Background: an optimization exercise with open tools, aiming at small area. Do not read the settings as production practice. Where RTL was checked, it was by simulation tests only, not by an equivalence proof against the original. The RTL of run 5 was laid out without a check of its function. Power is estimated from default activity; no workload was simulated.

[flow/config.mk]
export PLATFORM = sky130hd
export DESIGN_NAME = maquina_estados
export DESIGN_NICKNAME = maquina_estados
export VERILOG_FILES = /design/flow/design.v
export SDC_FILE = /design/flow/constraint.sdc
export NUM_CORES = 8
export LEC_CHECK = 0
export CAP_MARGIN = 20
export CORE_MARGIN = 2
export CORE_UTILIZATION = 25
export GPL_ROUTABILITY_DRIVEN = 1
export PLACE_DENSITY = 0.4
export SLEW_MARGIN = 20
[flow/design.v]
`timescale 1ns / 1ps
module maquina_estados(
	input clk,
	input rst,
	input arriba,
	input abajo,
	input izquierda,
	input derecha,
	input pausa,
	output hsync,
	output vsync,
	output [2:0] RED,
	output [2:0] GREEN,
	output [1:0] BLUE
	);
	reg [2:0] bp;
	wire anyb = arriba | abajo | izquierda | derecha | pausa;
	wire [2:0] code = arriba ? 3'd1 : abajo ? 3'd2 : izquierda ? 3'd3 : derecha ? 3'd4 : 3'd5;
	always @(posedge clk)
		if (rst | ~anyb) bp <= 3'd0;
		else if (bp == 3'd0) bp <= code;
	reg [10:0] cnt;        
	reg reset_r;           
	reg mover;
	reg [1:0] mode;        
	reg [1:0] dir;         
	reg [2:0] mem;         
	wire step = (cnt == 11'd1101) & ~rst & ~reset_r;
	always @(posedge clk) begin
		if (rst | reset_r) cnt <= 11'd0;
		else if (cnt == 11'd1101) cnt <= 11'd1;
		else cnt <= cnt + 11'd1;
		mover <= step;
		if (rst | reset_r) begin
			mode <= 2'd0;
			mem <= 3'd0;
		end else if (step) begin
			mem <= bp;
			case (mode)
				2'd0: if (mem >= 3'd1 && mem <= 3'd4) begin mode <= 2'd1; dir <= mem[1:0] - 2'd1; end
				2'd1: if (mem == 3'd5) mode <= 2'd2;
				      else if (~dir[1] && (mem == 3'd3 || mem == 3'd4)) dir <= mem[1:0] - 2'd1;
				      else if (dir[1] && (mem == 3'd1 || mem == 3'd2)) dir <= mem[1:0] - 2'd1;
				default: if (mem == 3'd5) mode <= 2'd1;
			endcase
		end
	end
	reg c50;
	wire pix_en = ~c50;
	reg [6:0] pq;               
	reg [3:0] pr;
	reg [6:0] vq;               
	reg [3:0] vr;
	reg vse;
	reg clrd;              
	wire p_last = (pq == 7'd85) && (pr == 4'd5);         
	wire p_1038 = (pq == 7'd85) && (pr == 4'd4);
	wire [6:0] pq_inc = pr == 4'd9 ? pq + 7'd1 : pq;
	wire [3:0] pr_inc = pr == 4'd9 ? 4'd0 : pr + 4'd1;
	wire [6:0] hq = clrd ? 7'd109 : p_last ? 7'd109 : pq_inc;   
	wire [3:0] hr = clrd ? 4'd6 : p_last ? 4'd6 : pr_inc;
	wire [6:0] vbq = clrd ? 7'd123 : vq;                           
	wire [3:0] vbr = clrd ? 4'd7 : vr;
	wire v_last = (vbq == 7'd62) && (vbr == 4'd2);
	wire [6:0] vq_inc = v_last ? 7'd123 : (vbr == 4'd9 ? vbq + 7'd1 : vbq);
	wire [3:0] vr_inc = v_last ? 4'd7 : (vbr == 4'd9 ? 4'd0 : vbr + 4'd1);
	always @(posedge clk) begin
		if (rst) c50 <= 1'b0; else c50 <= ~c50;
		if (rst) begin
			pq <= 7'd85; pr <= 4'd5;
			vq <= 7'd123; vr <= 4'd7;
			vse <= 1'b0; clrd <= 1'b0;
		end else if (pix_en) begin
			pq <= hq; pr <= hr;
			clrd <= reset_r;
			if (reset_r) begin
				vq <= vbq; vr <= vbr;
			end else begin
				vse <= ~clrd & p_1038;
				if (vse) begin vq <= vq_inc; vr <= vr_inc; end
				else begin vq <= vbq; vr <= vbr; end
			end
		end
	end
	assign hsync = ~clrd & ~p_last & ((pq <= 7'd85) || (pq >= 7'd122) || (pq == 7'd121 && pr >= 4'd5));
	assign vsync = ~clrd & ((vq <= 7'd62) || (vq >= 7'd125) || (vq == 7'd124 && vr >= 4'd3));
	wire visx = (pq <= 7'd79) && !(pq == 7'd0 && pr == 4'd0);
	wire visy = (vq <= 7'd59) && !(vq == 7'd0 && vr == 4'd0);
	wire vis = visx & visy;
	wire [6:0] cx = vis ? pq : 7'd0;
	wire bx = vis & (pr == 4'd0);
	wire [6:0] cy = vis ? vq : 7'd0;
	wire by = vis & (vr == 4'd0);
	function inbox;
		input [6:0] kx;
		input [5:0] ky;
		input [6:0] cx_, cy_;
		input bx_, by_;
		begin
			inbox = ((kx == cx_) || (bx_ && (kx + 7'd1) == cx_)) &&
			        (({1'b0, ky} == cy_) || (by_ && ({1'b0, ky} + 7'd1) == cy_));
		end
	endfunction
	reg [4:0] mX, nY;      
	reg [4:0] fm, fn;      
	reg first;
	reg comer;
	wire [6:0] fx = (fm == 5'd0) ? 7'd0 : (fm >= 5'd16) ? 7'd79 : ({fm, 2'b00} + {2'b00, fm} - 7'd1);
	wire [5:0] fy = (fn == 5'd0) ? 6'd0 : (fn >= 5'd20) ? 6'd59 : ({fn, 1'b0} + {1'b0, fn} - 6'd1);
	always @(posedge clk) begin
		first <= rst;
		if (rst) begin
			mX <= 5'd0; nY <= 5'd1;
			fm <= 5'd8; fn <= 5'd10;
		end else begin
			mX <= (mX == 5'd17) ? 5'd0 : mX + 5'd1;
			nY <= (nY == 5'd21) ? 5'd0 : nY + 5'd1;
			if (comer | (reset_r & ~first)) begin
				fm <= mX; fn <= nY;
			end
		end
	end
	reg [6:0] hx;
	reg [5:0] hy;
	reg [6:0] tx;          
	reg [5:0] ty;
	reg tv;                
	reg [5:0] nl;          
	reg [5:0] kc;          
	reg pdrop, ppush;      
	reg pv;                
	reg [3:0] ll;          
	reg corner;            
	reg [3:0] nbf;         
	reg [6:0] ax;
	reg [5:0] ay;
	reg [159:0] ring;
	reg a1, a2, ch, chp;   
	wire domove = mover & (mode == 2'd1);
	wire [6:0] nhx = hx + {6'd0, dir == 2'd3} - {6'd0, dir == 2'd2};
	wire [5:0] nhy = hy + {5'd0, dir == 2'd1} - {5'd0, dir == 2'd0};
	wire outb = (dir == 2'd0 && hy == 6'd0) || (dir == 2'd1 && hy == 6'd59) ||
	            (dir == 2'd2 && hx == 7'd0) || (dir == 2'd3 && hx == 7'd79);
	wire eat = (hx == fx) && (hy == fy);
	wire tailhit = tv && (tx == nhx) && (ty == nhy);
	wire coll = nbf[dir] | (eat & tailhit) | outb;
	wire hz = (hx == 7'd0) && (hy == 6'd0);
	wire tz = (tx == 7'd0) && (ty == 6'd0);
	wire [1:0] rel = (dir == ll[3:2]) ? 2'd1 :
	                 (~ll[3] ? (dir == 2'd2 ? 2'd2 : 2'd3) : (dir == 2'd0 ? 2'd2 : 2'd3));
	wire [3:0] lk = ring[159:156];
	wire k0 = (kc == 6'd0);
	wire valid = (kc < nl);
	wire [6:0] axi = k0 ? tx : ax;
	wire [5:0] ayi = k0 ? ty : ay;
	wire vert = ~lk[3];
	wire two = (lk[1:0] == 2'd1);
	wire [6:0] ddx = vert ? ((lk[1:0] == 2'd2) ? 7'h7f : (lk[1:0] == 2'd3) ? 7'd1 : 7'd0)
	                      : (lk[2] ? (two ? 7'd2 : 7'd1) : (two ? 7'h7e : 7'h7f));
	wire [5:0] ddy = ~vert ? ((lk[1:0] == 2'd2) ? 6'h3f : (lk[1:0] == 2'd3) ? 6'd1 : 6'd0)
	                       : (lk[2] ? (two ? 6'd2 : 6'd1) : (two ? 6'h3e : 6'h3f));
	wire [6:0] ex = axi + ddx;
	wire [5:0] ey = ayi + ddy;
	wire resolve = pdrop & k0;
	wire wr = ppush & ~pdrop & (kc == nl);
	wire [3:0] nbhit;
	assign nbhit[0] = (ex == hx) && (ey == hy - 6'd1);
	assign nbhit[1] = (ex == hx) && (ey == hy + 6'd1);
	assign nbhit[2] = (ey == hy) && (ex == hx - 7'd1);
	assign nbhit[3] = (ey == hy) && (ex == hx + 7'd1);
	wire ym = ({1'b0, ey} == vq) || ((vr == 4'd0) && ({1'b0, ey} + 7'd1) == vq);
	wire m1 = valid & ym & (ex == pq + 7'd1);
	wire m2 = valid & ym & (ex == pq + 7'd2);
	wire shift = pix_en & ((pr == 4'd9) | p_last | clrd);
	wire [6:0] pbx = hx - {6'd0, dir == 2'd3} + {6'd0, dir == 2'd2};
	wire [5:0] pby = hy - {5'd0, dir == 2'd1} + {5'd0, dir == 2'd0};
	wire headb = inbox(hx, hy, cx, cy, bx, by);
	wire fruitb = inbox(fx, fy, cx, cy, bx, by);
	wire tailb = tv & ~pdrop & inbox(tx, ty, cx, cy, bx, by);
	wire pushb = pv & inbox(pbx, pby, cx, cy, bx, by);
	wire bodyw = vis ? (ch | (bx & chp)) : corner;
	wire body = bodyw | tailb | pushb;
	wire col_r = ~headb & (fruitb | ~body);
	wire col_b = headb | ~fruitb;
	reg colr, colb, ored, oblue;
	always @(posedge clk) begin
		ax <= ex;
		ay <= ey;
		ring <= {ring[155:0], wr ? ll : lk};
		if (rst) begin
			hx <= 7'd4; hy <= 6'd4;
			reset_r <= 1'b1;
			comer <= 1'b0;
			tv <= 1'b0; nl <= 6'd0; kc <= 6'd0;
			pdrop <= 1'b0; ppush <= 1'b0; pv <= 1'b0;
			corner <= 1'b0; nbf <= 4'd0;
			a1 <= 1'b0; a2 <= 1'b0; ch <= 1'b0; chp <= 1'b0;
		end else begin
			reset_r <= 1'b0;
			comer <= domove & eat;
			kc <= (resolve | kc == 6'd39) ? 6'd0 : kc + 6'd1;
			if (step) pv <= 1'b0;
			if (shift) begin
				chp <= ch; ch <= a1 | m1; a1 <= a2 | m2; a2 <= 1'b0;
			end else begin
				a1 <= a1 | m1; a2 <= a2 | m2;
			end
			if (resolve) begin
				tx <= ex; ty <= ey;
				nl <= nl - 6'd1;
				pdrop <= 1'b0;
				nbf <= 4'd0;
			end else begin
				if (valid) nbf <= nbf | nbhit;
			end
			if (wr) begin
				nl <= nl + 6'd1;
				ppush <= 1'b0;
				ll <= {dir, 2'b00};
			end
			if (domove) begin
				nbf <= 4'd0;
				if (coll) begin
					hx <= 7'd4; hy <= 6'd4;
					reset_r <= 1'b1;
					tv <= 1'b0; nl <= 6'd0;
					pdrop <= 1'b0; ppush <= 1'b0; pv <= 1'b0;
					corner <= 1'b0;
					a1 <= 1'b0; a2 <= 1'b0; ch <= 1'b0; chp <= 1'b0;
				end else begin
					hx <= nhx; hy <= nhy;
					if (eat) begin
						if (~tv) begin
							tx <= hx; ty <= hy; tv <= 1'b1;
							ll <= {dir, 2'b00}; pv <= 1'b1;
							corner <= corner | hz;
						end else if (nl != 6'd40) begin
							ppush <= 1'b1; pv <= 1'b1;
							corner <= corner | hz;
						end else begin
							ll <= {ll[3:2], rel}; pv <= 1'b0;
						end
					end else begin
						if (~tv) pv <= 1'b0;
						else if (nl == 6'd0) begin
							tx <= hx; ty <= hy;
							ll <= {dir, 2'b00}; pv <= 1'b1;
							corner <= (corner & ~tz) | hz;
						end else begin
							pdrop <= 1'b1; ppush <= 1'b1; pv <= 1'b1;
							corner <= (corner & ~tz) | hz;
						end
					end
				end
			end
		end
		if (pix_en) begin
			colr <= col_r;
			colb <= col_b;
		end
		if (rst) begin
			ored <= 1'b0; oblue <= 1'b0;
		end else if (pix_en) begin
			ored <= vis & colr;
			oblue <= vis & colb;
		end
	end
	assign RED = {3{ored}};
	assign GREEN = {3{ored & oblue}};
	assign BLUE = {2{oblue}};
endmodule
[flow/run.sh]
#!/bin/bash
# synth_recipe.tcl (not shown) runs the flow's synth.tcl, then flattens the netlist and writes it again
# the make line also repeats each setting of config.mk as NAME=value (left out here)
make -C /OpenROAD-flow-scripts/flow DESIGN_CONFIG=/design/flow/config.mk WORK_HOME=/design/flow/orfs CLKGATE_MAP_FILE= SYNTH_SCRIPT=/design/flow/synth_recipe.tcl finish
[flow/constraint.sdc]
create_clock -name core_clock -period 12.0 [get_ports {clk}]
set_input_delay 2.4000 -clock core_clock [delete_from_list [all_inputs] [get_ports {clk}]]
set_output_delay 2.4000 -clock core_clock [all_outputs]
set_load 0.01 [all_outputs]
==> flow_summary.json, run 1 <==
{
  "wl_per_cell_um": 17.8,
  "fin_nets": 1993,
  "io_buffers": 16,
  "min-delay-path-class": "reg -> reg",
  "ys_seq_elements": 302,
  "num_rows": 95,
  "max_freq_ghz": 0.162,
  "core_um2": 67200,
  "die_w_um": 264,
  "die_h_um": 264,
  "grtUsageTotal_pct": 14.1,
  "gr-total-overflow": 0,
  "setup_viol": 0,
  "drc": 0,
  "synth-edff-count": 21,
  "synthCells": 1914,
  "clkSlewWorstSetupHoldPaths_ns": 0.06,
  "drv_slew": 0,
  "cts_max_level": 2,
  "ys_types": 97,
  "antenna_found_initial": 0,
  "insertion_delay_ns": 0.58,
  "cap_violations": 0,
  "outcome": "no timing/DRC/antenna violations",
  "ys_seq_area_share_pct": 36.9,
  "die_area_um2": 69900,
  "vias": 13500,
  "critical_path.max_fanout": 15,
  "place_area_um2": 17800,
  "routed_via_density": 4.88,
  "diodes": 0,
  "syn_nets": 2035,
  "synth-async-reset-ratio_pct": 0,
  "final_area_um2": 19100,
  "cp-start-kind": "register",
  "min_period_ns": 6.18,
  "synth_ff_type": "dfxtp_1",
  "cp.arrival_ns": 3.78,
  "fin_setup_tns_ns": 0,
  "place.gp.congestion": 0.892,
  "cts_resized": 0,
  "fin_worst_skew_ns": 0.0289,
  "cts_setup_buffers": 0,
  "rsz0062_at_grt": "no",
  "routed_wl_um": 49300,
  "leakagePower_nw": 7.22,
  "hold_violations": 0,
  "final_common_cell": "dfxtp_1",
  "cp_slowest_cell": "dfxtp_1",
  "ant_nets": 0,
  "worst_pin_slew_ns": 1.10,
  "grt_max_degree": 38,
  "ir_worst_vdd_mv": 0.0845,
  "cp_top_family": "compound AO/OA/AOI/OAI gates",
  "path_buf_inv": 2,
  "drive_gt1_share_pct": 7.00,
  "timing_worst_setup_path_type": "reg -> out",
  "ys_warn_count": 1,
  "hpwlAfterDp_um": 35800,
  "cts_sinks": 302,
  "finalPower_mw": 2.83,
  "num_io_pins": 17,
  "drt_iter0_drc": 963,
  "grt_pass1_vias": 13000,
  "firstDrtPassIters": 6,
  "slew_headroom_pct": 26.0,
  "tritoncts.num_buffers": 37,
  "grt_pass1_wl_um": 77200,
  "ctsHoldBuffers": 0,
  "slowest_delay_ns": 0.79,
  "clockRootBuffer": "clkbuf_16",
  "crit_path_cell_trace": "inv_1 -> ha_1 -> nand3_1 -> nor3_1 -> a21oi_1 -> a21boi_0 -> clkdlybuf4s50_1",
  "initial_core_util_pct": 25.2,
  "synthToLayoutAreaGrowth_pct": 12.8,
  "mostFrequentLayoutCells": "dfxtp_1, nor2_1, xnor2_1",
  "clockBufferDepth": 3,
  "netlist_area_um2": 16900,
  "critPathCaptureType": "output pin",
  "cts_tree": "built",
  "period_share_pct": 51.5,
  "required_ns": 9.60,
  "syn_area_per_cell_um2": 8.85,
  "power_density_nw_per_um2": 148
}
metal layers:
| layer | global-route usage [%] | wire, µm | up-vias |
|---|---|---|---|
| met5 | 0 | 0 | - |
| met4 | 4.68 | 1350 | 0 |
| met3 | 2.29 | 2340 | 75 |
| met2 | 22.0 | 21600 | 268 |
| met1 | 19.7 | 24100 | 6545 |
| li1 | - | - | 6647 |
per-stage QoR:
| stage | utilization (%) | hold slack (ns) | std cells | worst slack [ns] |
|---|---|---|---|---|
| finish | 28.5 | 0.314 | 2772 | 5.82 |
| global route | 28.5 | 0.319 | 2772 | 5.55 |
| CTS | 28.5 | 0.314 | 2772 | 5.80 |
| detailed placement | 26.6 | 0.312 | 2706 | 6.41 |
| global placement | 26.6 | 0.310 | 2706 | 6.59 |
| floorplan | - | 0.310 | 1914 | 7.84 |
final timing paths:
kind	cells after the start	to	slack (ns)	start
setup reg to reg	16	ch$_SDFF_PP0_	6.96	kc[0]$_SDFF_PP0_
hold reg to reg	0	ring[110]$_DFF_P_	0.31	ring[106]$_DFF_P_
setup / recovery	7	hsync	5.82	pq[1]$_SDFFE_PP0P_
hold / removal	0	ring[110]$_DFF_P_	0.31	ring[106]$_DFF_P_
Yosys cell counts, drive strengths merged (32+ instances only):
library cell	count	area share, %
o21ai	81	2.4
nand2	118	2.6
buf	43	1.4
nor2	164	3.6
inv	99	2.2
xnor2	146	7.5
nor3	62	1.8
xor2	70	3.6
a21oi	107	3.2
a31oi	33	1.3
dfxtp	281	33
mux2i	36	2.1
nand3	73	2.2
ha	107	7.9
clkbuf	75	1.7
nand4	32	1.2
cell type report:
class	count	area, µm²
Tap cell	873	1090
Multi-Input combinational cell	1391	9790
Timing Repair Buffer	37	313
Clock buffer	49	1060
Fill cell	7004	48000
Clock inverter	17	215
Inverter	103	387
Sequential cell	302	6260
worst reg2reg max path, cell delays in order (launching register included):
cell      delay, ns
dfxtp_1        0.34
inv_1          0.09
ha_1           0.14
and3_1         0.72
mux2_2         0.30
ha_1           0.18
inv_1          0.06
fa_1           0.40
xnor2_1        0.68
nand2_1        0.11
nor3_1         0.38
and3_1         0.23
a32o_1         0.16
a21oi_1        0.04
o31ai_1        0.68
a21oi_1        0.18
a211oi_1       0.27
state kept, by name, indices dropped and copies added, names as in the netlist, 6 cells and up:
register  cells
hx            7
hy            6
kc            6
ring        160
cnt          11
tx            7
ax            7
nl            6
ty            6
vq            7
pq            7
ay            6
power breakdown:
part / internal [mW] / switching [mW] / total, mW
clock network: 0.677 / 0.473 / 1.15
registers: 1.05 / 0.0483 / 1.10
logic: 0.242 / 0.339 / 0.580
total: 1.97 / 0.860 / 2.83
kinds of logic after synthesis:
logic type,synth area share [%]
AOI/OAI and AO/OA,14.9
xor gates and xnor gates,12.4
muxes,3.34
adders and majority gates,8.73
and+or+nand+nor,18.4
DFF,36.9
buffers and inverters,5.35
==> run 2, diff against run 1 <==
--- a/flow/design.v
+++ b/flow/design.v
@@ -36,14 +36,21 @@
 			mem <= 3'd0;
 		end else if (step) begin
 			mem <= bp;
-			case (mode)
-				2'd0: if (mem >= 3'd1 && mem <= 3'd4) begin mode <= 2'd1; dir <= mem[1:0] - 2'd1; end
-				2'd1: if (mem == 3'd5) mode <= 2'd2;
-				      else if (~dir[1] && (mem == 3'd3 || mem == 3'd4)) dir <= mem[1:0] - 2'd1;
-				      else if (dir[1] && (mem == 3'd1 || mem == 3'd2)) dir <= mem[1:0] - 2'd1;
-				default: if (mem == 3'd5) mode <= 2'd1;
-			endcase
-		end
+			mode <= nmode;
+			dir <= ndir;
+		end
+	end
+	reg [1:0] nmode, ndir;
+	always @(*) begin
+		nmode = mode;
+		ndir = dir;
+		case (mode)
+			2'd0: if (mem >= 3'd1 && mem <= 3'd4) begin nmode = 2'd1; ndir = mem[1:0] - 2'd1; end
+			2'd1: if (mem == 3'd5) nmode = 2'd2;
+			      else if (~dir[1] && (mem == 3'd3 || mem == 3'd4)) ndir = mem[1:0] - 2'd1;
+			      else if (dir[1] && (mem == 3'd1 || mem == 3'd2)) ndir = mem[1:0] - 2'd1;
+			default: if (mem == 3'd5) nmode = 2'd1;
+		endcase
 	end
 	reg c50;
 	wire pix_en = ~c50;
@@ -87,18 +94,22 @@
 	wire visx = (pq <= 7'd79) && !(pq == 7'd0 && pr == 4'd0);
 	wire visy = (vq <= 7'd59) && !(vq == 7'd0 && vr == 4'd0);
 	wire vis = visx & visy;
-	wire [6:0] cx = vis ? pq : 7'd0;
-	wire bx = vis & (pr == 4'd0);
-	wire [6:0] cy = vis ? vq : 7'd0;
-	wire by = vis & (vr == 4'd0);
+	wire [6:0] cx = pq;
+	wire bx = (pr == 4'd0);
+	wire [6:0] cy = vq;
+	wire by = (vr == 4'd0);
+	wire [6:0] pqm1 = pq - 7'd1;
+	wire [6:0] vqm1 = vq - 7'd1;
+	wire [6:0] cxm1 = pqm1;
+	wire [6:0] cym1 = vqm1;
 	function inbox;
 		input [6:0] kx;
 		input [5:0] ky;
-		input [6:0] cx_, cy_;
+		input [6:0] cx_, cxm1_, cy_, cym1_;
 		input bx_, by_;
 		begin
-			inbox = ((kx == cx_) || (bx_ && (kx + 7'd1) == cx_)) &&
-			        (({1'b0, ky} == cy_) || (by_ && ({1'b0, ky} + 7'd1) == cy_));
+			inbox = ((kx == cx_) || (bx_ && kx == cxm1_)) &&
+			        (({1'b0, ky} == cy_) || (by_ && {1'b0, ky} == cym1_));
 		end
 	endfunction
 	reg [4:0] mX, nY;      
@@ -131,19 +142,21 @@
 	reg pv;                
 	reg [3:0] ll;          
 	reg corner;            
-	reg [3:0] nbf;         
+	reg hitb, hitt;        
 	reg [6:0] ax;
 	reg [5:0] ay;
 	reg [159:0] ring;
-	reg a1, a2, ch, chp;   
+	reg a0, a1, d0, d1, dp;   
 	wire domove = mover & (mode == 2'd1);
-	wire [6:0] nhx = hx + {6'd0, dir == 2'd3} - {6'd0, dir == 2'd2};
-	wire [5:0] nhy = hy + {5'd0, dir == 2'd1} - {5'd0, dir == 2'd0};
+	wire [6:0] hxp = hx + 7'd1, hxm = hx - 7'd1;
+	wire [5:0] hyp = hy + 6'd1, hym = hy - 6'd1;
+	wire [6:0] nhx = (dir == 2'd3) ? hxp : (dir == 2'd2) ? hxm : hx;
+	wire [5:0] nhy = (dir == 2'd1) ? hyp : (dir == 2'd0) ? hym : hy;
 	wire outb = (dir == 2'd0 && hy == 6'd0) || (dir == 2'd1 && hy == 6'd59) ||
 	            (dir == 2'd2 && hx == 7'd0) || (dir == 2'd3 && hx == 7'd79);
 	wire eat = (hx == fx) && (hy == fy);
-	wire tailhit = tv && (tx == nhx) && (ty == nhy);
-	wire coll = nbf[dir] | (eat & tailhit) | outb;
+	wire rev = tv && (ll[1:0] == 2'd0) && (dir == {ll[3], ~ll[2]});
+	wire coll = hitb | (eat & hitt) | (rev & ((nl != 6'd0) | eat)) | outb;
 	wire hz = (hx == 7'd0) && (hy == 6'd0);
 	wire tz = (tx == 7'd0) && (ty == 6'd0);
 	wire [1:0] rel = (dir == ll[3:2]) ? 2'd1 :
@@ -163,25 +176,29 @@
 	wire [5:0] ey = ayi + ddy;
 	wire resolve = pdrop & k0;
 	wire wr = ppush & ~pdrop & (kc == nl);
-	wire [3:0] nbhit;
-	assign nbhit[0] = (ex == hx) && (ey == hy - 6'd1);
-	assign nbhit[1] = (ex == hx) && (ey == hy + 6'd1);
-	assign nbhit[2] = (ey == hy) && (ex == hx - 7'd1);
-	assign nbhit[3] = (ey == hy) && (ex == hx + 7'd1);
-	wire ym = ({1'b0, ey} == vq) || ((vr == 4'd0) && ({1'b0, ey} + 7'd1) == vq);
-	wire m1 = valid & ym & (ex == pq + 7'd1);
-	wire m2 = valid & ym & (ex == pq + 7'd2);
-	wire shift = pix_en & ((pr == 4'd9) | p_last | clrd);
-	wire [6:0] pbx = hx - {6'd0, dir == 2'd3} + {6'd0, dir == 2'd2};
-	wire [5:0] pby = hy - {5'd0, dir == 2'd1} + {5'd0, dir == 2'd0};
-	wire headb = inbox(hx, hy, cx, cy, bx, by);
-	wire fruitb = inbox(fx, fy, cx, cy, bx, by);
-	wire tailb = tv & ~pdrop & inbox(tx, ty, cx, cy, bx, by);
-	wire pushb = pv & inbox(pbx, pby, cx, cy, bx, by);
-	wire bodyw = vis ? (ch | (bx & chp)) : corner;
-	wire body = bodyw | tailb | pushb;
-	wire col_r = ~headb & (fruitb | ~body);
-	wire col_b = headb | ~fruitb;
+	wire [6:0] pnx = (ndir == 2'd3) ? hxp : (ndir == 2'd2) ? hxm : hx;
+	wire [5:0] pny = (ndir == 2'd1) ? hyp : (ndir == 2'd0) ? hym : hy;
+	wire pnhit = valid && (axi == pnx) && (ayi == pny);
+	wire ym = ({1'b0, ey} == vq) || ((vr == 4'd0) && {1'b0, ey} == vqm1);
+	wire [5:0] tpair = pq[6:1] + 6'd1;
+	wire mp = valid & ym & (ex[6:1] == tpair);
+	wire m0 = mp & ~ex[0];
+	wire m1 = mp & ex[0];
+	wire shift = pix_en & (pr == 4'd9) & pq[0];
+	wire [6:0] pbx = (dir == 2'd3) ? hxm : (dir == 2'd2) ? hxp : hx;
+	wire [5:0] pby = (dir == 2'd1) ? hym : (dir == 2'd0) ? hyp : hy;
+	wire headb = inbox(hx, hy, cx, cxm1, cy, cym1, bx, by);
+	wire fruitb = inbox(fx, fy, cx, cxm1, cy, cym1, bx, by);
+	wire tailb = tv & ~pdrop & inbox(tx, ty, cx, cxm1, cy, cym1, bx, by);
+	wire pushb = pv & inbox(pbx, pby, cx, cxm1, cy, cym1, bx, by);
+	wire hcur = pq[0] ? d1 : d0;
+	wire hprev = pq[0] ? d0 : dp;
+	wire f00 = (fm == 5'd0) && (fn == 5'd0);
+	wire headc = vis ? headb : hz;
+	wire fruitc = vis ? fruitb : f00;
+	wire body = vis ? (hcur | (bx & hprev) | tailb | pushb) : corner;
+	wire col_r = ~headc & (fruitc | ~body);
+	wire col_b = headc | ~fruitc;
 	reg colr, colb, ored, oblue;
 	always @(posedge clk) begin
 		ax <= ex;
@@ -193,25 +210,28 @@
 			comer <= 1'b0;
 			tv <= 1'b0; nl <= 6'd0; kc <= 6'd0;
 			pdrop <= 1'b0; ppush <= 1'b0; pv <= 1'b0;
-			corner <= 1'b0; nbf <= 4'd0;
-			a1 <= 1'b0; a2 <= 1'b0; ch <= 1'b0; chp <= 1'b0;
+			corner <= 1'b0; hitb <= 1'b0; hitt <= 1'b0;
+			a0 <= 1'b0; a1 <= 1'b0; d0 <= 1'b0; d1 <= 1'b0; dp <= 1'b0;
 		end else begin
 			reset_r <= 1'b0;
 			comer <= domove & eat;
 			kc <= (resolve | kc == 6'd39) ? 6'd0 : kc + 6'd1;
 			if (step) pv <= 1'b0;
 			if (shift) begin
-				chp <= ch; ch <= a1 | m1; a1 <= a2 | m2; a2 <= 1'b0;
+				dp <= d1; d0 <= a0 | m0; d1 <= a1 | m1; a0 <= 1'b0; a1 <= 1'b0;
 			end else begin
-				a1 <= a1 | m1; a2 <= a2 | m2;
+				a0 <= a0 | m0; a1 <= a1 | m1;
 			end
 			if (resolve) begin
 				tx <= ex; ty <= ey;
 				nl <= nl - 6'd1;
 				pdrop <= 1'b0;
-				nbf <= 4'd0;
-			end else begin
-				if (valid) nbf <= nbf | nbhit;
+				hitb <= 1'b0; hitt <= 1'b0;
+			end else if (pnhit) begin
+				if (k0) hitt <= 1'b1; else hitb <= 1'b1;
+			end
+			if (mover) begin
+				hitb <= 1'b0; hitt <= 1'b0;
 			end
 			if (wr) begin
 				nl <= nl + 6'd1;
@@ -219,14 +239,13 @@
 				ll <= {dir, 2'b00};
 			end
 			if (domove) begin
-				nbf <= 4'd0;
 				if (coll) begin
 					hx <= 7'd4; hy <= 6'd4;
 					reset_r <= 1'b1;
 					tv <= 1'b0; nl <= 6'd0;
 					pdrop <= 1'b0; ppush <= 1'b0; pv <= 1'b0;
 					corner <= 1'b0;
-					a1 <= 1'b0; a2 <= 1'b0; ch <= 1'b0; chp <= 1'b0;
+					a0 <= 1'b0; a1 <= 1'b0; d0 <= 1'b0; d1 <= 1'b0; dp <= 1'b0;
 				end else begin
 					hx <= nhx; hy <= nhy;
 					if (eat) begin
--- a/flow/config.mk
+++ b/flow/config.mk
@@ -7,7 +7,8 @@
 export LEC_CHECK = 0
 export CAP_MARGIN = 20
 export CORE_MARGIN = 2
-export CORE_UTILIZATION = 25
+export CORE_UTILIZATION = 70
+export CTS_BUF_LIST = sky130_fd_sc_hd__clkbuf_4
 export GPL_ROUTABILITY_DRIVEN = 1
-export PLACE_DENSITY = 0.4
+export PLACE_DENSITY = 0.75
 export SLEW_MARGIN = 20
==> run 2 against run 1 <==
  * Register-to-register slack better by 0.35 ns
  * Cell count is 25% lower
  * Die area is 67% lower
  * Critical endpoint unchanged
  * Core utilization is 48 points higher
  * Still clean on timing, DRC and antenna
  * First-iteration DRC count is 14% higher
  * Worst hold slack worse by 0.026 ns
  * Highest routed layer unchanged
==> flow_summary.json, run 2 <==
{
  "outcome": "no timing/DRC/antenna violations",
  "firstDrtPassIters": 6,
  "synth_top_family_by_area": "simple AND/OR/NAND/NOR gates",
  "hpwlAfterDp_um": 28100,
  "synth-async-reset-ratio_pct": 0,
  "required_ns": 9.60,
  "min_period_ns": 5.76,
  "drt_iter0_drc": 1099,
  "die_w_um": 152,
  "synth_fa_ha_area_share_pct": 6.24,
  "num_io_pins": 17,
  "nFillCells": 1603,
  "finalPower_mw": 2.29,
  "final_util_pct": 76.8,
  "insertion_delay_ns": 0.73,
  "drc": 0,
  "min-delay-path-class": "reg -> reg",
  "cts_max_level": 3,
  "multiInputGateArea_um2": 8490,
  "setup_viol": 0,
  "seq_area_um2": 6240,
  "ys_seq_area_share_pct": 40.5,
  "initial_core_util_pct": 71.1,
  "die_area_um2": 23200,
  "yosysTopAreaCell": "dfxtp_1",
  "hold_violations": 0,
  "holdPathStages": 0,
  "ir_worst_vdd_mv": 0.157,
  "synth_xor_area_share_pct": 11.1,
  "wl_met3_um": 3140,
  "cts_resized": 0,
  "leakagePower_nw": 6.56,
  "drive_gt1_share_pct": 9.52,
  "grt_max_degree": 44,
  "whs_ns": 0.288,
  "critical_path.max_fanout": 11,
  "place.gp.congestion": 0.997,
  "routed_wl_um": 40400,
  "final_common_cell": "dfxtp_1",
  "clkSlewWorstSetupHoldPaths_ns": 0.08,
  "routed_via_density": 6.26,
  "reg.largest.list": "ring: 160 flops, cnt: 11 flops",
  "netlist_top_cells_area": "dfxtp_1, xnor2_1, ha_1",
  "cts_sinks": 301,
  "vias": 13000,
  "largest_register_ff_count": 160,
  "ant_nets": 0,
  "ys_warn_count": 1,
  "slew_headroom_pct": 32.5,
  "ctsHoldBuffers": 0,
  "syn_nets": 1802,
  "synth-edff-count": 21,
  "ff2ff_path_depth": 16,
  "grt_pass1_wl_um": 65100,
  "synthSimpleGateAreaFrac_pct": 19.4,
  "rsz0062_at_grt": "no",
  "synth_ff_type": "dfxtp_1",
  "cts_tree": "built",
  "yosysMostFrequentCell": "dfxtp_1",
  "mostFrequentLayoutCells": "dfxtp_1, nor2_1, xnor2_1",
  "synth_compound_area_share_pct": 14.2,
  "io_buffers": 16,
  "timing_worst_setup_path_type": "reg -> out",
  "cts_setup_buffers": 0,
  "muxShareOfSynthArea_pct": 4.06,
  "syn_area_per_cell_um2": 8.96,
  "max_freq_ghz": 0.174,
  "core_um2": 21700,
  "fin_worst_skew_ns": 0.0420,
  "fin_setup_tns_ns": 0,
  "grtUsageTotal_pct": 34.5,
  "wl_per_cell_um": 19.4,
  "synthToLayoutAreaGrowth_pct": 8.07,
  "regMostFlops": "ring",
  "gr-total-overflow": 0,
  "power_density_nw_per_um2": 138,
  "cap_violations": 0,
  "fin_nets": 1821,
  "drv_slew": 0,
  "synth_top_area_share_pct": 36.4,
  "num_rows": 54,
  "clockRootBuffer": "clkbuf_4",
  "die_h_um": 152,
  "period_share_pct": 48.0,
  "wl_met1_um": 16600,
  "ys_types": 90,
  "cp-start-kind": "register",
  "grt_pass1_vias": 12600,
  "top_layer": "met4",
  "ys_seq_elements": 301,
  "cp.arrival_ns": 3.36,
  "synth_common_cells": "dfxtp_1, nor2_1, xnor2_1",
  "clockBufferDepth": 3,
  "wl_met2_um": 18700,
  "synthCells": 1720,
  "netlist_area_um2": 15400,
  "antenna_found_initial": 1,
  "critPathCaptureType": "output pin",
  "tritoncts.num_buffers": 75,
  "worst_pin_slew_ns": 1.01
}
==> run 2: path summary, 6_finish.rpt <==
| check | from | to | slack [ns] |
|---|---|---|---|
| setup / recovery | pq[1]$_SDFFE_PP0P_ | hsync | 6.24 |
| hold / removal | ring[54]$_DFF_P_ | ring[58]$_DFF_P_ | 0.29 |
| setup reg to reg | kc[0]$_SDFF_PP0_ | d0$_SDFF_PP0_ | 7.31 |
| hold reg to reg | ring[54]$_DFF_P_ | ring[58]$_DFF_P_ | 0.29 |
==> run 2: where the power goes <==
part | internal [mW] | leakage, nW | switching (mW)
clock | 0.472 | 0.585 | 0.425
sequential | 1.04 | 2.46 | 0.0319
combinational | 0.138 | 3.51 | 0.191
total | 1.65 | 6.56 | 0.648
==> run 2: area by class of cell <==
| cell class | instances | area share, % |
|---|---|---|
| Multi-Input combinational cell | 1244 | 51.0 |
| Sequential cell | 301 | 37.4 |
| Clock buffer | 111 | 5.00 |
| Tap cell | 280 | 2.10 |
| Inverter | 88 | 1.98 |
| Timing Repair Buffer | 29 | 1.52 |
| Clock inverter | 23 | 0.984 |
| Antenna cell | 1 | 0.0150 |
==> run 2: cell families after synthesis <==
family	count (synthesis)
buffers and inverters	175
AND/OR/NAND/NOR	586
flip-flops	301
adder cells (fa/ha/maj)	75
XOR/XNOR	185
AO/OA/AOI/OAI	337
multiplexers	61
==> run 2: per-stage QoR <==
stage | instances | cell area (µm²) | setup WS (ns)
after global placement | 1942 | 15700 | 7.15
final | 2077 | 16700 | 6.24
after CTS | 2076 | 16700 | 6.24
after global routing | 2077 | 16700 | 6.03
after detailed placement | 1942 | 15700 | 7.03
after floorplan | 1720 | 15400 | 7.69
==> run 2: worst max-delay path, stage by stage (launching register included) <==
cell and delay, ns:
dfxtp_1 0.64, inv_1 0.30, ha_1 0.27, and3b_1 0.18, and3_1 0.17, a31oi_1 0.35, nor2b_1 0.19, clkdlybuf4s50_1 0.54
==> run 2: per-layer routing <==
layer | vias up | global-route usage (%)
met1 | 6071 | 44.6
li1 | 6159 | -
met2 | 618 | 56.0
met5 | - | 0
met3 | 149 | 6.48
met4 | 0 | 17.3
==> run 3, diff against run 2 <==
--- a/flow/config.mk
+++ b/flow/config.mk
@@ -7,8 +7,7 @@
 export LEC_CHECK = 0
 export CAP_MARGIN = 20
 export CORE_MARGIN = 2
-export CORE_UTILIZATION = 70
-export CTS_BUF_LIST = sky130_fd_sc_hd__clkbuf_4
+export CORE_UTILIZATION = 25
 export GPL_ROUTABILITY_DRIVEN = 1
-export PLACE_DENSITY = 0.75
+export PLACE_DENSITY = 0.4
 export SLEW_MARGIN = 20
==> run 3 against run 2 <==
  * Core utilization fell by 48 points
  * Critical endpoint unchanged
  * Sequential cell count did not move
  * Global-route usage fell by 20 points
  * Highest routed layer unchanged
  * Area after synthesis did not move
  * Critical path type unchanged
  * Non-clock buffer count rose by 9
  * Still clean on timing, DRC and antenna
  * Maximum frequency rose by 2.2%
==> flow_summary.json, run 3 <==
{
  "tritoncts.num_buffers": 38,
  "fin_nets": 1793,
  "ant_nets": 0,
  "insertion_delay_ns": 0.57,
  "firstDrtPassIters": 6,
  "mostFrequentLayoutCells": "dfxtp_1, nor2_1, xnor2_1",
  "net-switching-power_uw": 693,
  "diodes": 0,
  "ys_warn_count": 1,
  "yosysTopAreaCell": "dfxtp_1",
  "cts_resized": 0,
  "max_freq_ghz": 0.178,
  "initial_core_util_pct": 25.1,
  "final_cells": 2531,
  "grt_pass1_vias": 12000,
  "sw_frac_of_total_pct": 27.1,
  "die_area_um2": 63600,
  "core_um2": 61400,
  "seqPwrFrac_pct": 42.1,
  "io_buffers": 16,
  "met3_usage_pct": 2.31,
  "grt_pass1_wl_um": 70700,
  "p_comb_share_pct": 12.9,
  "cp-start-kind": "register",
  "p_clk_share_pct": 45.0,
  "netlist_area_um2": 15400,
  "min_period_ns": 5.63,
  "ys_seq_area_share_pct": 40.5,
  "largest_register_ff_count": 160,
  "antenna_found_initial": 0,
  "cts_tree": "built",
  "die_w_um": 252,
  "die_h_um": 252,
  "clockRootBuffer": "clkbuf_16",
  "worst_pin_slew_ns": 0.921,
  "critical_path.max_fanout": 11,
  "cp.arrival_ns": 3.23,
  "min-delay-path-class": "reg -> reg",
  "synth-async-reset-ratio_pct": 0,
  "fin_worst_skew_ns": 0.0264,
  "leakagePower_nw": 6.64,
  "syn_area_per_cell_um2": 8.96,
  "globalRouteMet2Util_pct": 22.8,
  "synth_top_area_share_pct": 36.4,
  "grt_max_degree": 44,
  "period_share_pct": 46.9,
  "grtUsageMet1_pct": 19.3,
  "min_from": "ring[71]$_DFF_P_",
  "finalPower_mw": 2.56,
  "cts_setup_buffers": 0,
  "grtUsageTotal_pct": 14.2,
  "gr-total-overflow": 0,
  "yosysMostFrequentCell": "dfxtp_1",
  "drv_slew": 0,
  "place.gp.congestion": 0.858,
  "hpwlAfterDp_um": 32700,
  "ctsHoldBuffers": 0,
  "synth-edff-count": 21,
  "synthCells": 1720,
  "ir_worst_vdd_mv": 0.0985,
  "power_density_nw_per_um2": 145,
  "synth_ff_type": "dfxtp_1",
  "drive_gt1_share_pct": 6.89,
  "drt_iter0_drc": 935,
  "hold_violations": 0,
  "regMostFlops": "ring",
  "num_rows": 91,
  "required_ns": 9.60,
  "clockBufferDepth": 3,
  "final_common_cell": "dfxtp_1",
  "place_area_um2": 16400,
  "fin_setup_tns_ns": 0,
  "synthToLayoutAreaGrowth_pct": 14.5,
  "reg2reg_setup_slack_ns": 7.33,
  "vias": 12300,
  "holdPathStages": 0,
  "cts_max_level": 2,
  "hold_path_end": "ring[75]$_DFF_P_",
  "routed_via_density": 4.88,
  "rsz0062_at_grt": "no",
  "reg2reg_to": "tx[4]$_DFFE_PN_",
  "ff2ff_path_depth": 14,
  "grt_busiest_layer": "met2",
  "dp_slack_ns": 6.97,
  "num_io_pins": 17,
  "clkSlewWorstSetupHoldPaths_ns": 0.06,
  "drc": 0,
  "layout_setup_ws_ns": 6.37,
  "r2r-start": "fm[4]$_SDFFE_PP0P_",
  "wl_per_cell_um": 17.8,
  "setup_viol": 0,
  "final_area_um2": 17600,
  "synth_common_cells": "dfxtp_1, nor2_1, xnor2_1",
  "routed_wl_um": 45100,
  "outcome": "no timing/DRC/antenna violations",
  "timing_worst_setup_path_type": "reg -> out",
  "cap_violations": 0,
  "slew_headroom_pct": 38.3,
  "reg.largest.list": "ring: 160 flops, cnt: 11 flops",
  "critPathCaptureType": "output pin",
  "ys_seq_elements": 301,
  "internal-power_mw": 1.86,
  "netlist_top_cells_area": "dfxtp_1, xnor2_1, ha_1",
  "ys_types": 90,
  "cts_sinks": 301,
  "dp_cells": 2460,
  "syn_nets": 1802
}
## run 3: cell count changes in the layout (fill, tap and decap cells not counted), moves of 6 or more
cell	before	now
clkbuf_1	0	8
clkbuf_4	111	0
clkbuf_16	0	38
buf_4	13	21
clkinv_1	16	4
clkinv_2	2	8
## run 3: through the flow
step | utilization (%) | hold WS [ns]
floorplan | - | 0.310
global placement | 26.6 | 0.310
detailed placement | 26.6 | 0.312
CTS | 28.7 | 0.323
global route | 28.8 | 0.321
finish | 28.8 | 0.316
## run 3: cell type report
cell class / count / area, µm²
multi-input combinational: 1244 / 8490
inverter: 88 / 330
clock buffer: 50 / 1040
fill: 6455 / 43700
clock inverter: 20 / 254
sequential: 301 / 6240
tap: 790 / 988
timing repair buffer: 38 / 318
## run 3: critical path, cell delays in order, from the launching register on
cell,delay (ns)
dfxtp_1,0.61
inv_1,0.29
ha_1,0.27
and3b_1,0.17
and3_1,0.19
a31oi_1,0.38
nor2b_1,0.20
clkdlybuf4s50_1,0.55
## run 3: per-layer routing
metal / wire length (µm) / vias to the layer above
li1: - / 6047
met1: 21600 / 5941
met5: 0 / -
met2: 20200 / 281
met3: 2030 / 70
met4: 1220 / 0
## run 3: power groups by stage
| stage | Sequential, mW | Clock (mW) | Combinational, mW |
|---|---|---|---|
| floorplan | 1.07 | 0 | 0.257 |
| global placement | 1.10 | 0 | 0.326 |
| detailed placement | 1.10 | 0 | 0.327 |
| CTS | 1.08 | 1.20 | 0.329 |
| global route | 1.08 | 1.24 | 0.363 |
| finish | 1.08 | 1.15 | 0.329 |
## run 3: worst max-delay path by stage
| stage | slack (ns) | endpoint | startpoint |
|---|---|---|---|
| 4_1_cts | 6.32 | hsync | pq[1]$_SDFFE_PP0P_ |
| 2_1_floorplan | 7.69 | hsync | pq[1]$_SDFFE_PP0P_ |
| 3_3_place_gp | 7.08 | hsync | pq[1]$_SDFFE_PP0P_ |
| 5_1_grt | 6.17 | hsync | pq[1]$_SDFFE_PP0P_ |
| 6_report | 6.37 | hsync | pq[1]$_SDFFE_PP0P_ |
| 3_5_place_dp | 6.97 | hsync | pq[1]$_SDFFE_PP0P_ |
## run 3: kinds of logic after synthesis
kind of cell / count (synthesis) / synth area share [%]
xor+xnor: 185 / 11.1
simple gates: 586 / 19.4
compound gates: 337 / 14.2
fa+ha+maj: 75 / 6.24
mux: 61 / 4.06
flops: 301 / 40.5
buf+inv: 175 / 4.51
==> run 4, diff against run 3 <==
--- a/flow/config.mk
+++ b/flow/config.mk
@@ -7,7 +7,9 @@
 export LEC_CHECK = 0
 export CAP_MARGIN = 20
 export CORE_MARGIN = 2
-export CORE_UTILIZATION = 25
+export CORE_UTILIZATION = 50
+export CTS_BUF_LIST = sky130_fd_sc_hd__clkbuf_2 sky130_fd_sc_hd__clkbuf_4
+export CTS_CLUSTER_SIZE = 30
 export GPL_ROUTABILITY_DRIVEN = 1
-export PLACE_DENSITY = 0.4
+export PLACE_DENSITY = 0.6
 export SLEW_MARGIN = 20
==> run 4 against run 3 <==
  * Still clean
  * Via count increased by 2.3%
  * Sequential share of layout area increased by 1.8 points
  * Clock skew increased by 0.056 ns
  * Clock power decreased by 24%
  * Synthesized cell count unchanged
  * Total power decreased by 11%
  * Critical path type unchanged
  * Highest routed layer unchanged
==> flow_summary.json, run 4 <==
{
  "cts_sinks": 301,
  "clockBufferDepth": 3,
  "grt_max_degree": 42,
  "regMostFlops": "ring",
  "synthToLayoutAreaGrowth_pct": 9.07,
  "path_buf_inv": 2,
  "required_ns": 9.60,
  "cts_setup_buffers": 0,
  "netlist_area_um2": 15400,
  "place.gp.congestion": 0.904,
  "min_from": "ring[10]$_DFF_P_",
  "multiInputGateArea_um2": 8490,
  "ir_worst_vdd_mv": 0.0801,
  "largest_register_ff_count": 160,
  "synth-async-reset-ratio_pct": 0,
  "cts_tree": "built",
  "tritoncts.num_buffers": 80,
  "insertion_delay_ns": 0.79,
  "synth-edff-count": 21,
  "grt_pass1_vias": 12200,
  "r2r-start": "kc[2]$_SDFF_PP0_",
  "cts_resized": 0,
  "worst_pin_slew_ns": 1.08,
  "slowest_delay_ns": 0.59,
  "ff2ff_path_depth": 13,
  "die_w_um": 180,
  "syn_area_per_cell_um2": 8.96,
  "synth_top_area_share_pct": 36.4,
  "holdPathStages": 0,
  "syn_nets": 1802,
  "gr-total-overflow": 0,
  "ys_seq_elements": 301,
  "cp-start-kind": "register",
  "power_density_nw_per_um2": 135,
  "io_buffers": 16,
  "num_rows": 64,
  "synth_ff_type": "dfxtp_1",
  "ys_types": 90,
  "initial_core_util_pct": 50.5,
  "drv_slew": 0,
  "die_area_um2": 32200,
  "max_freq_ghz": 0.175,
  "clkSlewWorstSetupHoldPaths_ns": 0.06,
  "critical_path.max_fanout": 11,
  "clockRootBuffer": "clkbuf_4",
  "drc": 0,
  "synth_common_cells": "dfxtp_1, nor2_1, xnor2_1",
  "grtUsageTotal_pct": 24.9,
  "nFillCells": 2846,
  "grt_pass1_wl_um": 64700,
  "hpwlAfterDp_um": 28500,
  "ant_nets": 0,
  "cp_top_family": "buffers and inverters",
  "outcome": "no timing/DRC/antenna violations",
  "synthCells": 1720,
  "core_um2": 30500,
  "antenna_found_initial": 2,
  "ys_seq_area_share_pct": 40.5,
  "crit_path_cell_trace": "inv_1 -> ha_1 -> and3b_1 -> and3_1 -> a31oi_1 -> nor2b_1 -> clkdlybuf4s50_1",
  "setup_viol": 0,
  "final_common_cell": "dfxtp_1",
  "rsz0062_at_grt": "no",
  "hold_path_end": "ring[14]$_DFF_P_",
  "netlist_top_cells_area": "dfxtp_1, xnor2_1, ha_1",
  "slew_headroom_pct": 27.6,
  "cap_violations": 0,
  "cp.arrival_ns": 3.32,
  "fin_setup_tns_ns": 0,
  "timing_worst_setup_path_type": "reg -> out",
  "seq_area_um2": 6240,
  "final_area_um2": 16800,
  "cp_slowest_cell": "dfxtp_1",
  "wl_per_cell_um": 18.3,
  "routed_wl_um": 40300,
  "die_h_um": 180,
  "num_io_pins": 17,
  "min_period_ns": 5.72,
  "reg.largest.list": "ring: 160 flops, cnt: 11 flops",
  "drt_iter0_drc": 946,
  "final_util_pct": 55.1,
  "routed_via_density": 5.73,
  "hold_violations": 0,
  "drive_gt1_share_pct": 9.38,
  "period_share_pct": 47.7,
  "place_area_um2": 15800,
  "min-delay-path-class": "reg -> reg",
  "reg2reg_setup_slack_ns": 7.46,
  "yosysMostFrequentCell": "dfxtp_1",
  "finalPower_mw": 2.26,
  "leakagePower_nw": 6.57,
  "critPathCaptureType": "output pin",
  "ys_warn_count": 1,
  "fin_nets": 1828,
  "firstDrtPassIters": 5,
  "yosysTopAreaCell": "dfxtp_1",
  "vias": 12600,
  "fin_worst_skew_ns": 0.0825,
  "mostFrequentLayoutCells": "dfxtp_1, nor2_1, xnor2_1",
  "reg2reg_to": "d1$_SDFF_PP0_",
  "cts_max_level": 3,
  "ctsHoldBuffers": 0
}
run 4: cell counts after synthesis:
No cell type changed its count.
run 4: worst max-delay path by stage:
stage,startpoint,end,slack (ns),depth (start not counted)
after floorplan,pq[1]$_SDFFE_PP0P_,hsync,7.69,7
after global placement,pq[1]$_SDFFE_PP0P_,hsync,7.12,7
after detailed placement,pq[1]$_SDFFE_PP0P_,hsync,7.04,7
after CTS,pq[1]$_SDFFE_PP0P_,hsync,6.20,7
after global routing,pq[1]$_SDFFE_PP0P_,hsync,5.97,7
final,pq[1]$_SDFFE_PP0P_,hsync,6.28,7
run 4: final cells by class:
type                            instances  area share, %
Multi-Input combinational cell       1244           50.5
Sequential cell                       301           37.1
Clock buffer                          105           4.69
Tap cell                              396           2.95
Inverter                               88           1.97
Timing Repair Buffer                   31           1.59
Clock inverter                         33           1.18
Antenna cell                            3         0.0447
run 4: cell families after synthesis:
| group | synth area share, % |
|---|---|
| adder cells (fa/ha/maj) | 6.24 |
| AO/OA/AOI/OAI | 14.2 |
| AND/OR/NAND/NOR | 19.4 |
| flip-flops | 40.5 |
| multiplexers | 4.06 |
| buffers and inverters | 4.51 |
| XOR/XNOR | 11.1 |
run 4: per-stage QoR:
step	hold slack, ns	worst slack, ns	std cells
after floorplan	0.310	7.69	1720
after global placement	0.310	7.12	2060
after detailed placement	0.312	7.04	2060
after CTS	0.282	6.20	2198
after global routing	0.299	5.97	2201
final	0.257	6.28	2201
run 4: where the power goes:
part           total [mW]  internal (mW)  switching, mW  leakage (nW)
Combinational       0.322          0.137          0.185          3.52
Clock               0.871          0.454          0.417         0.585
Sequential           1.07           1.04         0.0316          2.46
run 4: per-layer routing:
layer | track usage [%] | vias to the layer above | part of all wire (%)
met1 | 34.0 | 5929 | 46
met4 | 11.7 | 0 | 3.8
met2 | 38.0 | 415 | 44
met3 | 4.98 | 109 | 6.4
met5 | 0 | - | 0
li1 | - | 6167 | -
==> run 5, diff against run 4 <==
--- a/flow/design.v
+++ b/flow/design.v
@@ -113,21 +113,22 @@
 		end
 	endfunction
 	reg [4:0] mX, nY;      
-	reg [4:0] fm, fn;      
+	reg [6:0] fx;          
+	reg [5:0] fy;
 	reg first;
 	reg comer;
-	wire [6:0] fx = (fm == 5'd0) ? 7'd0 : (fm >= 5'd16) ? 7'd79 : ({fm, 2'b00} + {2'b00, fm} - 7'd1);
-	wire [5:0] fy = (fn == 5'd0) ? 6'd0 : (fn >= 5'd20) ? 6'd59 : ({fn, 1'b0} + {1'b0, fn} - 6'd1);
+	wire [6:0] rx = (mX == 5'd0) ? 7'd0 : (mX >= 5'd16) ? 7'd79 : ({mX, 2'b00} + {2'b00, mX} - 7'd1);
+	wire [5:0] ry = (nY == 5'd0) ? 6'd0 : (nY >= 5'd20) ? 6'd59 : ({nY, 1'b0} + {1'b0, nY} - 6'd1);
 	always @(posedge clk) begin
 		first <= rst;
 		if (rst) begin
 			mX <= 5'd0; nY <= 5'd1;
-			fm <= 5'd8; fn <= 5'd10;
+			fx <= 7'd39; fy <= 6'd29;
 		end else begin
 			mX <= (mX == 5'd17) ? 5'd0 : mX + 5'd1;
 			nY <= (nY == 5'd21) ? 5'd0 : nY + 5'd1;
 			if (comer | (reset_r & ~first)) begin
-				fm <= mX; fn <= nY;
+				fx <= rx; fy <= ry;
 			end
 		end
 	end
@@ -139,7 +140,6 @@
 	reg [5:0] nl;          
 	reg [5:0] kc;          
 	reg pdrop, ppush;      
-	reg pv;                
 	reg [3:0] ll;          
 	reg corner;            
 	reg hitb, hitt;        
@@ -161,9 +161,11 @@
 	wire tz = (tx == 7'd0) && (ty == 6'd0);
 	wire [1:0] rel = (dir == ll[3:2]) ? 2'd1 :
 	                 (~ll[3] ? (dir == 2'd2 ? 2'd2 : 2'd3) : (dir == 2'd0 ? 2'd2 : 2'd3));
-	wire [3:0] lk = ring[159:156];
+	wire [3:0] lr = ring[159:156];
+	wire wr;
+	wire [3:0] lk = wr ? ll : lr;       
 	wire k0 = (kc == 6'd0);
-	wire valid = (kc < nl);
+	wire valid = (kc < nl) | wr;
 	wire [6:0] axi = k0 ? tx : ax;
 	wire [5:0] ayi = k0 ? ty : ay;
 	wire vert = ~lk[3];
@@ -175,7 +177,7 @@
 	wire [6:0] ex = axi + ddx;
 	wire [5:0] ey = ayi + ddy;
 	wire resolve = pdrop & k0;
-	wire wr = ppush & ~pdrop & (kc == nl);
+	assign wr = ppush & (kc == nl);
 	wire [6:0] pnx = (ndir == 2'd3) ? hxp : (ndir == 2'd2) ? hxm : hx;
 	wire [5:0] pny = (ndir == 2'd1) ? hyp : (ndir == 2'd0) ? hym : hy;
 	wire pnhit = valid && (axi == pnx) && (ayi == pny);
@@ -185,42 +187,56 @@
 	wire m0 = mp & ~ex[0];
 	wire m1 = mp & ex[0];
 	wire shift = pix_en & (pr == 4'd9) & pq[0];
-	wire [6:0] pbx = (dir == 2'd3) ? hxm : (dir == 2'd2) ? hxp : hx;
-	wire [5:0] pby = (dir == 2'd1) ? hym : (dir == 2'd0) ? hyp : hy;
-	wire headb = inbox(hx, hy, cx, cxm1, cy, cym1, bx, by);
+	wire push = domove & ~coll & (eat ? (~tv | (nl != 6'd40)) : tv);
+	wire ph = push & hrow;
+	wire hxa = (hx[6:1] == tpair);
+	wire pd0 = ph & hxe & ~hx[0];
+	wire pd1 = ph & hxe & hx[0];
+	wire pdp = ph & hxb;
+	wire pa0 = ph & hxa & ~hx[0];
+	wire pa1 = ph & hxa & hx[0];
+	wire hxn = (hx[6:1] == pq[6:1] + 6'd2);
+	wire pn0 = ph & hxn & ~hx[0];
+	wire pn1 = ph & hxn & hx[0];
+	reg q0, q1;            
+	wire hrow = ({1'b0, hy} == cy) || (by && {1'b0, hy} == cym1);
+	wire hxe = (hx[6:1] == pq[6:1]);
+	wire hxb = (hx == pqm1);
+	wire headb = hrow && ((hxe && hx[0] == pq[0]) || (bx && hxb));
 	wire fruitb = inbox(fx, fy, cx, cxm1, cy, cym1, bx, by);
 	wire tailb = tv & ~pdrop & inbox(tx, ty, cx, cxm1, cy, cym1, bx, by);
-	wire pushb = pv & inbox(pbx, pby, cx, cxm1, cy, cym1, bx, by);
 	wire hcur = pq[0] ? d1 : d0;
 	wire hprev = pq[0] ? d0 : dp;
-	wire f00 = (fm == 5'd0) && (fn == 5'd0);
+	wire f00 = (fx == 7'd0) && (fy == 6'd0);
 	wire headc = vis ? headb : hz;
 	wire fruitc = vis ? fruitb : f00;
-	wire body = vis ? (hcur | (bx & hprev) | tailb | pushb) : corner;
+	wire body = vis ? (hcur | (bx & hprev) | tailb) : corner;
 	wire col_r = ~headc & (fruitc | ~body);
 	wire col_b = headc | ~fruitc;
 	reg colr, colb, ored, oblue;
 	always @(posedge clk) begin
 		ax <= ex;
 		ay <= ey;
-		ring <= {ring[155:0], wr ? ll : lk};
+		ring <= {ring[155:0], lk};
 		if (rst) begin
 			hx <= 7'd4; hy <= 6'd4;
 			reset_r <= 1'b1;
 			comer <= 1'b0;
 			tv <= 1'b0; nl <= 6'd0; kc <= 6'd0;
-			pdrop <= 1'b0; ppush <= 1'b0; pv <= 1'b0;
+			pdrop <= 1'b0; ppush <= 1'b0;
 			corner <= 1'b0; hitb <= 1'b0; hitt <= 1'b0;
-			a0 <= 1'b0; a1 <= 1'b0; d0 <= 1'b0; d1 <= 1'b0; dp <= 1'b0;
+			a0 <= 1'b0; a1 <= 1'b0; d0 <= 1'b0; d1 <= 1'b0; dp <= 1'b0; q0 <= 1'b0; q1 <= 1'b0;
 		end else begin
 			reset_r <= 1'b0;
 			comer <= domove & eat;
 			kc <= (resolve | kc == 6'd39) ? 6'd0 : kc + 6'd1;
-			if (step) pv <= 1'b0;
 			if (shift) begin
-				dp <= d1; d0 <= a0 | m0; d1 <= a1 | m1; a0 <= 1'b0; a1 <= 1'b0;
+				dp <= d1 | pd1; d0 <= a0 | m0 | pa0; d1 <= a1 | m1 | pa1;
+				a0 <= q0 | pn0; a1 <= q1 | pn1; q0 <= 1'b0; q1 <= 1'b0;
 			end else begin
-				a0 <= a0 | m0; a1 <= a1 | m1;
+				dp <= dp | pdp; d0 <= d0 | pd0; d1 <= d1 | pd1;
+				a0 <= a0 | m0 | pa0; a1 <= a1 | m1 | pa1;
+				q0 <= q0 | pn0; q1 <= q1 | pn1;
 			end
 			if (resolve) begin
 				tx <= ex; ty <= ey;
@@ -243,30 +259,30 @@
 					hx <= 7'd4; hy <= 6'd4;
 					reset_r <= 1'b1;
 					tv <= 1'b0; nl <= 6'd0;
-					pdrop <= 1'b0; ppush <= 1'b0; pv <= 1'b0;
+					pdrop <= 1'b0; ppush <= 1'b0;
 					corner <= 1'b0;
-					a0 <= 1'b0; a1 <= 1'b0; d0 <= 1'b0; d1 <= 1'b0; dp <= 1'b0;
+					a0 <= 1'b0; a1 <= 1'b0; d0 <= 1'b0; d1 <= 1'b0; dp <= 1'b0; q0 <= 1'b0; q1 <= 1'b0;
 				end else begin
 					hx <= nhx; hy <= nhy;
 					if (eat) begin
 						if (~tv) begin
 							tx <= hx; ty <= hy; tv <= 1'b1;
-							ll <= {dir, 2'b00}; pv <= 1'b1;
+							ll <= {dir, 2'b00};
 							corner <= corner | hz;
 						end else if (nl != 6'd40) begin
-							ppush <= 1'b1; pv <= 1'b1;
+							ppush <= 1'b1;
 							corner <= corner | hz;
 						end else begin
-							ll <= {ll[3:2], rel}; pv <= 1'b0;
+							ll <= {ll[3:2], rel};
 						end
 					end else begin
-						if (~tv) pv <= 1'b0;
+						if (~tv) begin end
 						else if (nl == 6'd0) begin
 							tx <= hx; ty <= hy;
-							ll <= {dir, 2'b00}; pv <= 1'b1;
+							ll <= {dir, 2'b00};
 							corner <= (corner & ~tz) | hz;
 						end else begin
-							pdrop <= 1'b1; ppush <= 1'b1; pv <= 1'b1;
+							pdrop <= 1'b1; ppush <= 1'b1;
 							corner <= (corner & ~tz) | hz;
 						end
 					end
==> flow/config.mk (replaced) <==
export PLATFORM = sky130hd
export DESIGN_NAME = maquina_estados
export DESIGN_NICKNAME = maquina_estados
export VERILOG_FILES = /design/flow/design.v
export SDC_FILE = /design/flow/constraint.sdc
export NUM_CORES = 8
export LEC_CHECK = 0
export CAP_MARGIN = 20
export CORE_MARGIN = 2
export CORE_UTILIZATION = 70
export CTS_BUF_LIST = sky130_fd_sc_hd__clkbuf_8
export CTS_CLUSTER_DIAMETER = 50
export CTS_CLUSTER_SIZE = 16
export GPL_ROUTABILITY_DRIVEN = 1
export PLACE_DENSITY = 0.75
export SLEW_MARGIN = 20
==> run 5 against run 4 <==
  * Setup slack improved by 0.21 ns
  * Register-to-register slack got worse by 0.45 ns
  * Critical path type unchanged
  * Area after synthesis fell by 6.2%
  * Highest routed layer is now met5
  * Synthesized cell count fell by 9.2%
  * Via count fell by 11%
  * Cell count fell by 17%
  * Non-clock buffer count did not move
  * Critical endpoint unchanged
  * Die area fell by 32%
  * Wire length fell by 15%
==> flow_summary.json, run 5 <==
{
  "cp.arrival_ns": 3.12,
  "fin_worst_skew_ns": 0.0365,
  "min-delay-path-class": "reg -> reg",
  "netlist_area_um2": 14500,
  "layout_setup_ws_ns": 6.48,
  "gr-total-overflow": 0,
  "required_ns": 9.60,
  "grt_pass1_wl_um": 55300,
  "drt_iter0_drc": 880,
  "fin_nets": 1623,
  "clockRootBuffer": "clkbuf_8",
  "drc": 0,
  "grtUsageTotal_pct": 31.4,
  "cts_tree": "built",
  "routed_via_density": 6.15,
  "ant_nets": 0,
  "ir_worst_vdd_mv": 0.132,
  "synthToLayoutAreaGrowth_pct": 5.40,
  "final_common_cell": "dfxtp_1",
  "mostFrequentLayoutCells": "dfxtp_1, nand2_1, nor2_1",
  "die_area_um2": 21800,
  "yosysMostFrequentCell": "dfxtp_1",
  "slew_headroom_pct": 45.5,
  "cts_setup_buffers": 0,
  "regMostFlops": "ring",
  "io_buffers": 16,
  "num_rows": 52,
  "clockBufferDepth": 3,
  "cts_max_level": 1,
  "core_um2": 20200,
  "cp-start-kind": "register",
  "cts_sinks": 305,
  "firstDrtPassIters": 7,
  "power_density_nw_per_um2": 135,
  "grt_pass1_vias": 10900,
  "period_share_pct": 46.0,
  "worst_pin_slew_ns": 0.812,
  "ys_warn_count": 1,
  "drive_gt1_share_pct": 6.24,
  "synth_top_area_share_pct": 39.3,
  "synth-edff-count": 21,
  "antenna_found_initial": 1,
  "grt_max_degree": 35,
  "drv_slew": 0,
  "synth_common_cells": "dfxtp_1, nand2_1, nor2_1",
  "cap_violations": 0,
  "die_h_um": 148,
  "setup_viol": 0,
  "syn_nets": 1647,
  "fin_setup_tns_ns": 0,
  "leakagePower_nw": 6.04,
  "wl_per_cell_um": 18.8,
  "netlist_top_cells_area": "dfxtp_1, xnor2_1, ha_1",
  "final_util_pct": 75.3,
  "cts_resized": 0,
  "outcome": "no timing/DRC/antenna violations",
  "insertion_delay_ns": 0.59,
  "initial_core_util_pct": 71.4,
  "routed_wl_um": 34300,
  "largest_register_ff_count": 160,
  "yosysTopAreaCell": "dfxtp_1",
  "diodes": 0,
  "dp_slack_ns": 7.09,
  "place.gp.congestion": 0.981,
  "ys_seq_area_share_pct": 43.7,
  "synthCells": 1561,
  "num_io_pins": 17,
  "ys_types": 92,
  "vias": 11200,
  "timing_worst_setup_path_type": "reg -> out",
  "ys_seq_elements": 305,
  "clkSlewWorstSetupHoldPaths_ns": 0.09,
  "min_period_ns": 5.52,
  "whs_ns": 0.327,
  "critPathCaptureType": "output pin",
  "critical_path.max_fanout": 12,
  "hold_violations": 0,
  "synth_ff_type": "dfxtp_1",
  "rsz0062_at_grt": "no",
  "hpwlAfterDp_um": 24700,
  "synth-async-reset-ratio_pct": 0,
  "die_w_um": 148,
  "tritoncts.num_buffers": 27,
  "ctsHoldBuffers": 0,
  "max_freq_ghz": 0.181,
  "reg.largest.list": "ring: 160 flops, cnt: 11 flops",
  "syn_area_per_cell_um2": 9.26
}
run 5: changes by cell type after synthesis, sizes merged, moves of 14 or more:
cell / previous run / this run
a21oi: 95 / 81
nor2: 146 / 132
nand3: 69 / 53
nand2: 117 / 149
mux2i: 52 / 22
o21ai: 89 / 45
run 5: report_power, final:
group          leakage (nW)  total [mW]  internal, mW  switching, mW
Sequential             2.50        1.10          1.06         0.0415
Clock                 0.296       0.617         0.263          0.354
Combinational          3.24       0.345         0.152          0.193
Total                  6.04        2.06          1.47          0.588
run 5: worst paths after layout:
kind | start | to | slack (ns) | cells past startpoint
max | pq[1]$_SDFFE_PP0P_ | hsync | 6.48 | 7
max reg2reg | nl[3]$_SDFF_PP0_ | d0$_SDFF_PP0_ | 7.01 | 17
min reg2reg | ring[126]$_DFF_P_ | ring[130]$_DFF_P_ | 0.33 | 0
min | ring[126]$_DFF_P_ | ring[130]$_DFF_P_ | 0.33 | 0
run 5: area by class of cell:
| type | instances | area, µm² |
|---|---|---|
| Multi-Input combinational cell | 1093 | 7460 |
| Sequential cell | 305 | 6320 |
| Fill cell | 1495 | 5000 |
| Clock buffer | 30 | 413 |
| Tap cell | 270 | 338 |
| Inverter | 79 | 297 |
| Timing Repair Buffer | 31 | 268 |
| Clock inverter | 16 | 145 |
run 5: through the flow:
stage	std cells	total power, mW	area, µm²
2_1_floorplan	1561	1.38	14500
3_3_place_gp	1778	1.45	14700
3_5_place_dp	1778	1.46	14700
4_1_cts	1824	2.06	15200
5_1_grt	1824	2.15	15200
6_report	1824	2.06	15200
run 5: worst max-delay path, cell delays in order, from the launching register on:
cell and delay, ns:
dfxtp_1 0.66, inv_1 0.26, ha_1 0.26, nand2_1 0.09, nor4_1 0.07, a31oi_1 0.35
a21boi_0 0.24, clkdlybuf4s50_1 0.58
run 5: cell families after synthesis:
kind of cell,Yosys count,synth area share [%]
AND/OR/NAND/NOR,529,18.0
adder cells (fa/ha/maj),79,7.00
flip-flops,305,43.7
XOR/XNOR,184,11.8
AO/OA/AOI/OAI,272,12.4
multiplexers,29,2.37
buffers and inverters,163,4.75
run 5: metal layers:
layer | global-route usage, % | part of all wire [%] | vias to the layer above
met4 | 11.8 | 3.8 | 2
met3 | 4.07 | 6.6 | 90
met2 | 54.2 | 48 | 421
met1 | 40.2 | 42 | 5355
li1 | - | - | 5341
met5 | 0 | 0.035 | -

-- separate check: timing with driven ports --
How much do the figures lean on ideal ports? The routed layouts below were timed once more, with nothing changed but the port constraints.
Step 1, drivers: a clkbuf_16 drives clk and a buf_2 each remaining input, both assumed.
Step 2 also shifts input and output timing later by t, the mid clock arrival at the registers, as if the neighbouring blocks saw the same clock.
a / b / c = ideal ports / drivers / drivers and shift; a / b = the first two.
| run | shift t [ns] | setup WS [ns] | worst data-port slew with drivers (ns) | pins driven straight from the clock port |
|---|---|---|---|---|
| run 1 | 0.617 | 5.817 / 5.762 / 6.379 | 0.03 | 1 |
| run 2 | 0.740 | 6.244 / 6.204 / 6.943 | 0.04 | 1 |
| run 3 | 0.616 | 6.367 / 6.307 / 6.923 | 0.03 | 1 |
| run 4 | 0.794 | 6.278 / 6.230 / 7.024 | 0.03 | 1 |
| run 5 | 0.619 | 6.485 / 6.441 / 7.012 | 0.03 | 1 |
After both steps every run listed still meets setup and hold.
